Background: an optimization exercise with open tools, aiming at small area. Do not read the settings as production practice. Only simulation tests tie the RTL to the original design; equivalence was not proved. Power figures rest on the tool's default switching activity, not on a simulated workload.

<file path="design/flow/config.mk">
export PLATFORM = sky130hd
export DESIGN_NAME = clock_route_control_div
export DESIGN_NICKNAME = clock_route_control_div
export VERILOG_FILES = /design/flow/design.v
export SDC_FILE = /design/flow/constraint.sdc
export NUM_CORES = 4
export LEC_CHECK = 0
export CAP_MARGIN = 20
export CORE_MARGIN = 2
export CORE_UTILIZATION = 40
export SLEW_MARGIN = 20
</file>
<file path="design/flow/constraint.sdc">
create_clock -name core_clock -period 5.0 [get_ports {clock}]
set_input_delay 1.0000 -clock core_clock [delete_from_list [all_inputs] [get_ports {clock}]]
set_output_delay 1.0000 -clock core_clock [all_outputs]
set_load 0.01 [all_outputs]
</file>
<file path="design/flow/design.v">
module clock_cell_dffr(
	input wire ck,
	input wire rn,
	input wire d,
	output wire out
);
reg out_reg;
assign out = out_reg;
always @(posedge ck or negedge rn)
begin
	if(!rn)
		out_reg <= 1'b0;
	else
		out_reg <= d;
end
endmodule
module clock_logic_cross_sync_0(
	input  wire clock,
	input  wire resetn,
	input  wire data_in,
	output wire data_out
);
wire data_metastable;
clock_cell_dffr clock_domain_cross_sync(
	.ck(clock),
	.rn(resetn),
	.d(data_in),
	.out(data_metastable)
);
clock_cell_dffr meta_stable_remover(
	.ck(clock),
	.rn(resetn),
	.d(data_metastable),
	.out(data_out)
);
endmodule
module clock_logic_delay_chain_0(
	input  wire clock,
	input  wire resetn,
	input  wire data_in,
	output wire data_delay_1,
	output wire data_delay_2,
	output wire data_delay_3,
	output wire data_delay_4
);
reg [4:1] delay;
assign data_delay_1 = delay[1];
assign data_delay_2 = delay[2];
assign data_delay_3 = delay[3];
assign data_delay_4 = delay[4];
always @(posedge clock or negedge resetn)
begin
	if(~resetn)
		delay <= 4'b0;
	else
		delay <= {delay[3:1], data_in};
end
endmodule
module clock_route_control_div(
	input  wire clock,
	input  wire async_resetn,
	input  wire async_enable,
	output  reg async_enable_ack,
	input  wire async_update,
	output wire async_update_ack,
	input  wire [7:0] mfi,
	input  wire [7:0] mfn,
	input  wire [7:0] mfd,
	output wire control_path_data0_or_gate,
	output wire control_path_data1_and_gate
);
wire	[7:0] podf_in_active;
reg	[7:0] ratio_samp;
reg	[7:0] count;
reg	counter_in_1;
wire	[7:0] short;
wire	[7:0] long;
reg	pre_data0_clk;
reg	data1_clk;
reg	[7:0] remainder;
reg	remainder_overflow;
wire	enable;
clock_logic_cross_sync_0  enable_sync(
	.clock(clock),
	.resetn(async_resetn),
	.data_in(async_enable),
	.data_out(enable)
);
always @(posedge clock or negedge async_resetn)
begin
	if(~async_resetn)
		async_enable_ack <= 1'b0;
	else if(counter_in_1)
		async_enable_ack <= enable;
end
wire update;
wire update_prev;
wire update_edge = ~update_prev & update;
clock_logic_cross_sync_0  update_sync(
	.clock(clock),
	.resetn(async_resetn),
	.data_in(async_update),
	.data_out(update)
);
clock_logic_delay_chain_0 update_delay(
	.clock(clock),
	.resetn(async_resetn),
	.data_in(update),
	.data_delay_1(update_prev)
);
assign async_update_ack = update_prev;
reg	[7:0] mfi_int;
reg	[7:0] mfd_int;
reg	[7:0] mfn_int;
always @(posedge clock or negedge async_resetn)
begin
	if(~async_resetn)
	begin
		mfi_int <= 8'h0;
		mfn_int <= 8'b0;
		mfd_int <= 8'b0;
	end
	else if(update_edge)
	begin
		mfi_int <= mfi;
		mfn_int <= mfn;
		mfd_int <= mfd;
	end
end
always @(posedge clock or negedge async_resetn)
begin
	if(~async_resetn)
		remainder <= 8'b0;
	else if(update_edge)
		remainder <= 8'b0;
	else if(counter_in_1)
		remainder <= (remainder + mfn_int) > mfd_int ? (remainder + mfn_int - mfd_int) : (remainder + mfn_int);
end
always @(posedge clock or negedge async_resetn)
begin
	if(~async_resetn)
		remainder_overflow <= 1'b0;
	else if(counter_in_1)
		remainder_overflow <= (remainder + mfn_int) > mfd_int ? 1 : 0;
end
assign podf_in_active = mfi_int + (remainder_overflow ? 1 : 0);
always @(posedge clock or negedge async_resetn)
begin
    if(~async_resetn)
        counter_in_1 <= 1'b1;
    else 
        counter_in_1 <= ((podf_in_active == 1) | (count == 2)) | (~async_enable_ack);
end
always @(posedge clock or negedge async_resetn)
begin
    if (~async_resetn) 
        count <= 8'b0;
    else if (podf_in_active == 1)
        count <= 8'b1;
    else if (~async_enable_ack)
        count <= 8'b0;
    else if (counter_in_1 & enable)
        count <= podf_in_active;
    else
        count <= count - 1'b1;
end
always @(posedge clock or negedge async_resetn)
begin
    if(~async_resetn)
        ratio_samp <= 8'b0;
    else if (counter_in_1)
        ratio_samp <= podf_in_active;
end
assign short = (ratio_samp) / 2;
assign long =  (ratio_samp + 1) / 2;
always @(posedge clock or negedge async_resetn)
begin
    if(~async_resetn)
        data1_clk <= 1'b0;
    else
        data1_clk <=  (count > short);
end
always @(posedge clock or negedge async_resetn)
begin
    if(~async_resetn)
        pre_data0_clk <= 1'b0;
    else
        pre_data0_clk <=  (count > long);
end
assign control_path_data0_or_gate = pre_data0_clk;
assign control_path_data1_and_gate = data1_clk;
endmodule
</file>
<file path="design/flow/run.sh">
#!/bin/bash
# synth_recipe.tcl (not shown) runs the flow's synth.tcl, then flattens the netlist and writes it again
# the make line also repeats each setting of config.mk as NAME=value (left out here)
make -C /OpenROAD-flow-scripts/flow DESIGN_CONFIG=/design/flow/config.mk WORK_HOME=/design/flow/orfs CLKGATE_MAP_FILE= SYNTH_SCRIPT=/design/flow/synth_recipe.tcl finish
</file>
==> impl_metrics.ini, run 1 <==
[run_status]
status = complete, no violations

[logic_synthesis]
async_flop_share_pct = 100.0
synthDistinctLibCells = 49
ys_seq_elements = 58
synth-edff-count = 0
synth_flop_cell = dfrtp_1
yosys_warnings = 3
syn-num-nets = 426
syn_inst = 361
syn_area_per_cell_sq_um = 9.954
ys_seq_area_share_pct = 40.42
syn_area_sq_um = 3593

[sta]
drv_slew = 0
hold_violations = 0
min_period_ns = 3.513
rsz0062_at_grt = false
timing.final.setup_violations = 0
min_period_over_period_pct = 70.27
relSlewSlack_pct = 50.03
max_freq_mhz = 284.6
finalSetupTns_ns = 0
worst_pin_slew_ns = 0.7495
clock_skew_ns = 0.007216

[job]
max-cap-violations = 0

[die]
die_w_um = 98.78
start_util_pct = 41.21
die_area_sq_um = 9757
die_h_um = 98.78
ios = 32
core_area_sq_um = 8721
rows = 34

[cells_and_area]
final_nets = 460
area_delta_synth_final_pct = 16.64
final_cell_mix = dfrtp_1, ha_1, nor2_1, clkdlybuf4s50_1
seq_area_sq_um = 1453
layout-drive-gt1-share_pct = 11.50
fillerInstances = 809
finalInstanceArea_sq_um = 4192
antenna_cells = 0
final_common_cell = dfrtp_1
multiInputGateArea_sq_um = 2014

[place]
port_buffers = 31
dpl.hpwl_um = 5420
finalWeightedCongestion = 0.8282
placed_area_sq_um = 4009

[clocking]
clk_pin_slew_worst_paths_ns = 0.06
cts_setup_buffers = 0
clock_latency_ns = 0.33
cts_root_buf = clkbuf_8
tritoncts = built
holdBufCountCts = 0
cts_max_path_buffers = 2
post_cts_resized = 0
cts_buffers = 9
h-tree-depth = 3
cts.sinks = 58

[grt]
grt_max_degree = 59
antenna_found_initial = 0
grt_overflow = 0
grt_pass1_wl_um = 12970
grt_pass1_vias = 2803
grt_use_total_pct = 16.72

[worst_setup_path]
worst_path_max_delay_cell = fa_1
end_kind = flip-flop
r2r_start = remainder[0]$_DFFE_PN0P_
cp_max_fo = 13
setup.worst_path.class = flip-flop to flip-flop
arrival_ns = 3.75
critical_path.startpoint = remainder[0]$_DFFE_PN0P_
r2r_slack_ns = 1.49
crit_top_cell = a211oi_1
reg2reg_depth = 11
endpoint = remainder[0]$_DFFE_PN0P_
cp_slowest_stage_delay_ns = 0.43
cp.required_ns = 5.24
worstPathCellList = ha_1 > fa_1 > a211oi_1 > or4b_4 > o2111ai_2 > ha_1 > nand4_1 > a211oi_1 > o22a_2 > mux2_2 > a211oi_1
start_kind = flip-flop
r2r-end = remainder[0]$_DFFE_PN0P_

[min_path]
min-delay-start = enable_sync.clock_domain_cross_sync.out_reg$_DFF_PN0_
min_path_type = flip-flop to flip-flop

[detailed_routing]
post_drt_via_cell_ratio = 5.457
wl_per_cell_um = 14.79
via_count = 2772
dr.pass1.iters = 4
drtIter0Drc = 89
ant_nets = 0
totalWireLength_um = 7513
drc = 0

[power]
irDropWorstVdd_uv = 492.0
p_leak_nw = 1.842
p_per_area_nw_per_um2 = 692.5
worst min path at each step:
stage / slack [ns] / endpoint / cells after the start
6_report: 0.35 / enable_sync.meta_stable_remover.out_reg$_DFF_PN0_ / 0
5_1_grt: 0.36 / enable_sync.meta_stable_remover.out_reg$_DFF_PN0_ / 0
2_1_floorplan: 0.33 / enable_sync.meta_stable_remover.out_reg$_DFF_PN0_ / 0
4_1_cts: 0.35 / enable_sync.meta_stable_remover.out_reg$_DFF_PN0_ / 0
3_5_place_dp: 0.34 / update_sync.meta_stable_remover.out_reg$_DFF_PN0_ / 0
3_3_place_gp: 0.33 / update_sync.meta_stable_remover.out_reg$_DFF_PN0_ / 0
power breakdown:
part / internal (mW) / leakage (nW) / total [mW] / switching [mW]
registers: 0.621 / 0.700 / 0.796 / 0.175
logic: 0.802 / 1.05 / 1.70 / 0.903
clock network: 0.219 / 0.0965 / 0.402 / 0.183
critical path: cells and delay by family, from the launching register on:
kind / cells / cell delay, ns
adders and majority gates: 3 / 1.03
and+or+nand+nor: 2 / 0.33
DFF: 1 / 0.38
AOI/OAI and AO/OA: 5 / 1.29
muxes: 1 / 0.37
Yosys cell counts, types with 2 or more instances:
library cell  count  area (sq um)
nor4b_1           2         17.52
dfrtp_1          57          1426
xor2_1           11         96.34
o21ai_0          23         115.1
nand4_1           6         37.54
a211oi_1         16         120.1
buf_1             3         11.26
nand2b_1          5         31.28
o22ai_1           2         12.51
nand3_1           9         45.04
nand2_1          23         86.33
mux2_2           21         236.5
inv_1            23         86.33
xnor2_1          16         140.1
nor3_1            6         30.03
o21bai_1          3         22.52
a21o_1            3         22.52
fa_1              2         40.04
o21a_1            6         45.04
or4_1             2         15.01
o211ai_1          2         15.01
nor2b_1           4         25.02
a21oi_1          17         85.08
nor2_1           34         127.6
ha_1             35         437.9
mux2i_1           3         30.03
clkbuf_1          5         18.77
cell families (layout without fill, tap and decap cells):
| kind of cell | Yosys count | in the layout | synth area share [%] |
|---|---|---|---|
| AO/OA/AOI/OAI | 84 | 84 | 15.60 |
| XOR/XNOR | 27 | 27 | 6.581 |
| adder cells (fa/ha/maj) | 37 | 37 | 13.30 |
| buffers and inverters | 33 | 72 | 3.586 |
| flip-flops | 58 | 58 | 40.42 |
| multiplexers | 24 | 24 | 7.417 |
| AND/OR/NAND/NOR | 98 | 98 | 13.09 |
area by class of cell:
cell class                 count  share of cell area, %
clock buffer                  14                  4.119
clock inverter                 2                 0.2388
inverter                      23                  2.060
multi-input combinational    270                  48.06
sequential                    58                  34.66
tap                          108                  3.224
timing repair buffer          33                  7.642
per-layer routing:
metal | global-route usage (%) | up-vias | part of all wire, %
li1 | - | 1359 | -
met1 | 19.60 | 1341 | 43
met2 | 28.27 | 49 | 51
met3 | 4.752 | 23 | 3.3
met4 | 7.798 | 0 | 3.1
met5 | 0 | - | 0
through the flow:
step | total power [mW] | utilization [%] | instances | hold slack [ns] | setup slack (ns)
CTS | 2.925 | 48.06 | 508 | 0.3511 | 1.491
global placement | 2.467 | 45.97 | 492 | 0.3338 | 1.689
detailed placement | 2.501 | 45.97 | 492 | 0.3387 | 1.546
global route | 3.197 | 48.06 | 508 | 0.3587 | 1.206
finish | 2.903 | 48.06 | 508 | 0.3505 | 1.487
floorplan | 2.123 | - | 361 | 0.3312 | 2.022
==> inputs of run 2 (changes only) <==
--- a/design/flow/config.mk
+++ b/design/flow/config.mk
@@ -10,2 +10,3 @@
 export CORE_UTILIZATION = 40
+export CTS_BUF_LIST = sky130_fd_sc_hd__clkbuf_4
 export SLEW_MARGIN = 20
==> run 2 against run 1 <==
Compared with the run above:
- critical path depth unchanged
- combinational power about the same
- core utilization down 0.90 points
- sequential share of layout area rose by 0.66 points
- final cell count stayed put
- still clean on timing, DRC and antenna
- flip-flop and latch count unchanged
- hold slack better by 0.0010 ns
- critical path type unchanged
- largest power group unchanged
- cell area fell by 1.9%
- sequential power barely moved
- global-route usage decreased by 0.10 points
==> impl_metrics.ini, run 2 <==
[run_status]
status = complete, no violations

[logic_synthesis]
synth_top_cell_by_area = dfrtp_1
yosys_warnings = 3
syn_area_sq_um = 3593
yosysMostFrequentCell = dfrtp_1
async_flop_share_pct = 100.0
ys_seq_elements = 58
synthDistinctLibCells = 49
synth_flop_cell = dfrtp_1
synthTopCellsByCount = dfrtp_1, ha_1, nor2_1
syn_inst = 361
synth-edff-count = 0
syn-num-nets = 426
ys_top_cells_by_area = dfrtp_1, ha_1, mux2_2, xnor2_1, nor2_1
ys_seq_area_share_pct = 40.42
yosysTopAreaCellShare_pct = 39.69
syn_area_per_cell_sq_um = 9.954

[die]
start_util_pct = 41.21
die_w_um = 98.78
ios = 32
rows = 34
core_area_sq_um = 8721
die_h_um = 98.78
die_area_sq_um = 9757

[detailed_routing]
drc = 0
dr.pass1.iters = 4
post_drt_via_cell_ratio = 5.400
drtIter0Drc = 80
totalWireLength_um = 7523
via_count = 2743
wl_per_cell_um = 14.81
ant_nets = 0

[min_path]
min-delay-start = enable_sync.clock_domain_cross_sync.out_reg$_DFF_PN0_
hold_path_end = enable_sync.meta_stable_remover.out_reg$_DFF_PN0_
whs_path_depth = 0
min_path_type = flip-flop to flip-flop

[sta]
max_freq_mhz = 283.7
relSlewSlack_pct = 50.23
min_period_over_period_pct = 70.49
clock_skew_ns = 0.01308
worst_pin_slew_ns = 0.7466
hold_ws_ns = 0.3515
timing.final.setup_violations = 0
finalSetupTns_ns = 0
min_period_ns = 3.525
drv_slew = 0
rsz0062_at_grt = false
hold_violations = 0

[grt]
grt_use_total_pct = 16.62
grt_pass1_wl_um = 12970
antenna_found_initial = 0
grt_max_degree = 59
grt_pass1_vias = 2802
grt_overflow = 0

[worst_setup_path]
arrival_ns = 3.82
end_kind = flip-flop
cp_max_fo = 13
worstPathBufferInverterCount = 0
start_kind = flip-flop
crit_top_cell = a211oi_1
cp.required_ns = 5.30
r2r_slack_ns = 1.48
cp_top_family = compound AO/OA/AOI/OAI gates
worstPathCellList = ha_1 > fa_1 > a211oi_1 > or4b_4 > o2111ai_2 > ha_1 > nand4_1 > a211oi_1 > o22a_2 > mux2_2 > a211oi_1
r2r-end = remainder[0]$_DFFE_PN0P_
reg2reg_depth = 11
r2r_start = remainder[0]$_DFFE_PN0P_
setup.worst_path.class = flip-flop to flip-flop
worst_path_max_delay_cell = fa_1
cp_slowest_stage_delay_ns = 0.43

[power]
irDropWorstVdd_uv = 490.5
p_per_area_nw_per_um2 = 674.0
power.total_mw = 2.772
p_leak_nw = 1.808

[place]
dpl.hpwl_um = 5420
finalWeightedCongestion = 0.8282
port_buffers = 31

[clocking]
h-tree-depth = 3
cts.sinks = 58
cts_max_path_buffers = 2
cts_setup_buffers = 0
clk_pin_slew_worst_paths_ns = 0.10
tritoncts = built
post_cts_resized = 0
cts_buffers = 9
holdBufCountCts = 0
clock_latency_ns = 0.40
cts_root_buf = clkbuf_4

[job]
max-cap-violations = 0

[cells_and_area]
layout-drive-gt1-share_pct = 11.25
antenna_cells = 0
final_common_cell = dfrtp_1
final_nets = 460
final_cell_mix = dfrtp_1, ha_1, nor2_1, clkdlybuf4s50_1
utilization_pct = 47.16
area_delta_synth_final_pct = 14.45
fillerInstances = 830
-- run 2: logic make-up (layout without fill, tap and decap cells) --
group	count (synthesis)	after routing	synth area share, %
AND/OR/NAND/NOR	98	98	13.09
AO/OA/AOI/OAI	84	84	15.60
flip-flops	58	58	40.42
adder cells (fa/ha/maj)	37	37	13.30
buffers and inverters	33	72	3.586
XOR/XNOR	27	27	6.581
multiplexers	24	24	7.417
-- run 2: worst max path at each step --
stage,startpoint,endpoint,slack [ns],depth (start not counted)
after CTS,remainder[0]$_DFFE_PN0P_,remainder[0]$_DFFE_PN0P_,1.49,11
after global placement,remainder[0]$_DFFE_PN0P_,remainder[0]$_DFFE_PN0P_,1.69,11
after global routing,remainder[0]$_DFFE_PN0P_,remainder[0]$_DFFE_PN0P_,1.21,11
after detailed placement,remainder[0]$_DFFE_PN0P_,remainder[0]$_DFFE_PN0P_,1.55,11
after floorplan,remainder[0]$_DFFE_PN0P_,remainder[0]$_DFFE_PN0P_,2.02,11
final,remainder[0]$_DFFE_PN0P_,remainder[0]$_DFFE_PN0P_,1.48,11
-- run 2: where the power goes --
| group | total [mW] | switching, mW | internal (mW) |
|---|---|---|---|
| Combinational | 1.70 | 0.898 | 0.802 |
| Sequential | 0.794 | 0.175 | 0.619 |
| Clock | 0.278 | 0.170 | 0.107 |
| Total | 2.77 | 1.24 | 1.53 |
-- run 2: per-layer routing --
metal	track usage, %	up-vias	wire length [um]	share of wire, %
met4	6.006	0	162	2.2
li1	-	1361	-	-
met1	19.47	1331	3279	44
met2	29.26	38	3882	52
met5	0	-	0	0
met3	4.326	13	199	2.6
-- run 2: metrics by stage --
stage | setup WS, ns | cells | area (sq um)
final | 1.475 | 508 | 4113
after global routing | 1.212 | 508 | 4113
after CTS | 1.492 | 508 | 4113
after detailed placement | 1.546 | 492 | 4009
after global placement | 1.689 | 492 | 4009
after floorplan | 2.022 | 361 | 3593
-- run 2: area by class of cell --
cell class	count	area (sq um)	share of cell area, %
timing repair buffer	33	320.3	7.788
sequential	58	1453	35.32
clock inverter	5	21.27	0.5172
inverter	23	86.33	2.099
tap	108	135.1	3.286
multi-input combinational	270	2014	48.98
clock buffer	11	82.58	2.008

what the ideal ports hide:
In the flow no input, the clock included, has a driving cell. The finished layouts below were timed again as built, in two steps.
Step 1 assumes that a clkbuf_16 drives the clock port and a buf_2 every other input.
Step 2 times the ports against the registers' clock, not the clock port: input delays grow and output delays shrink by t, the midpoint of the rising clock arrivals with the driver on.
Slacks: ideal / step 1 / step 2; pairs: ideal / step 1.
| run | t, ns | setup WS [ns] | hold slack, ns | latest minus earliest clock arrival (ns) | cell pins on the clock port's net |
|---|---|---|---|---|---|
| run 1 | 0.360 | 1.487 / 1.487 / 1.487 | 0.351 / 0.351 / 0.351 | 0.007 / 0.007 | 1 |
| run 2 | 0.418 | 1.475 / 1.475 / 1.475 | 0.352 / 0.352 / 0.352 | 0.014 / 0.014 | 1 |
After both steps every run listed still meets setup and hold.
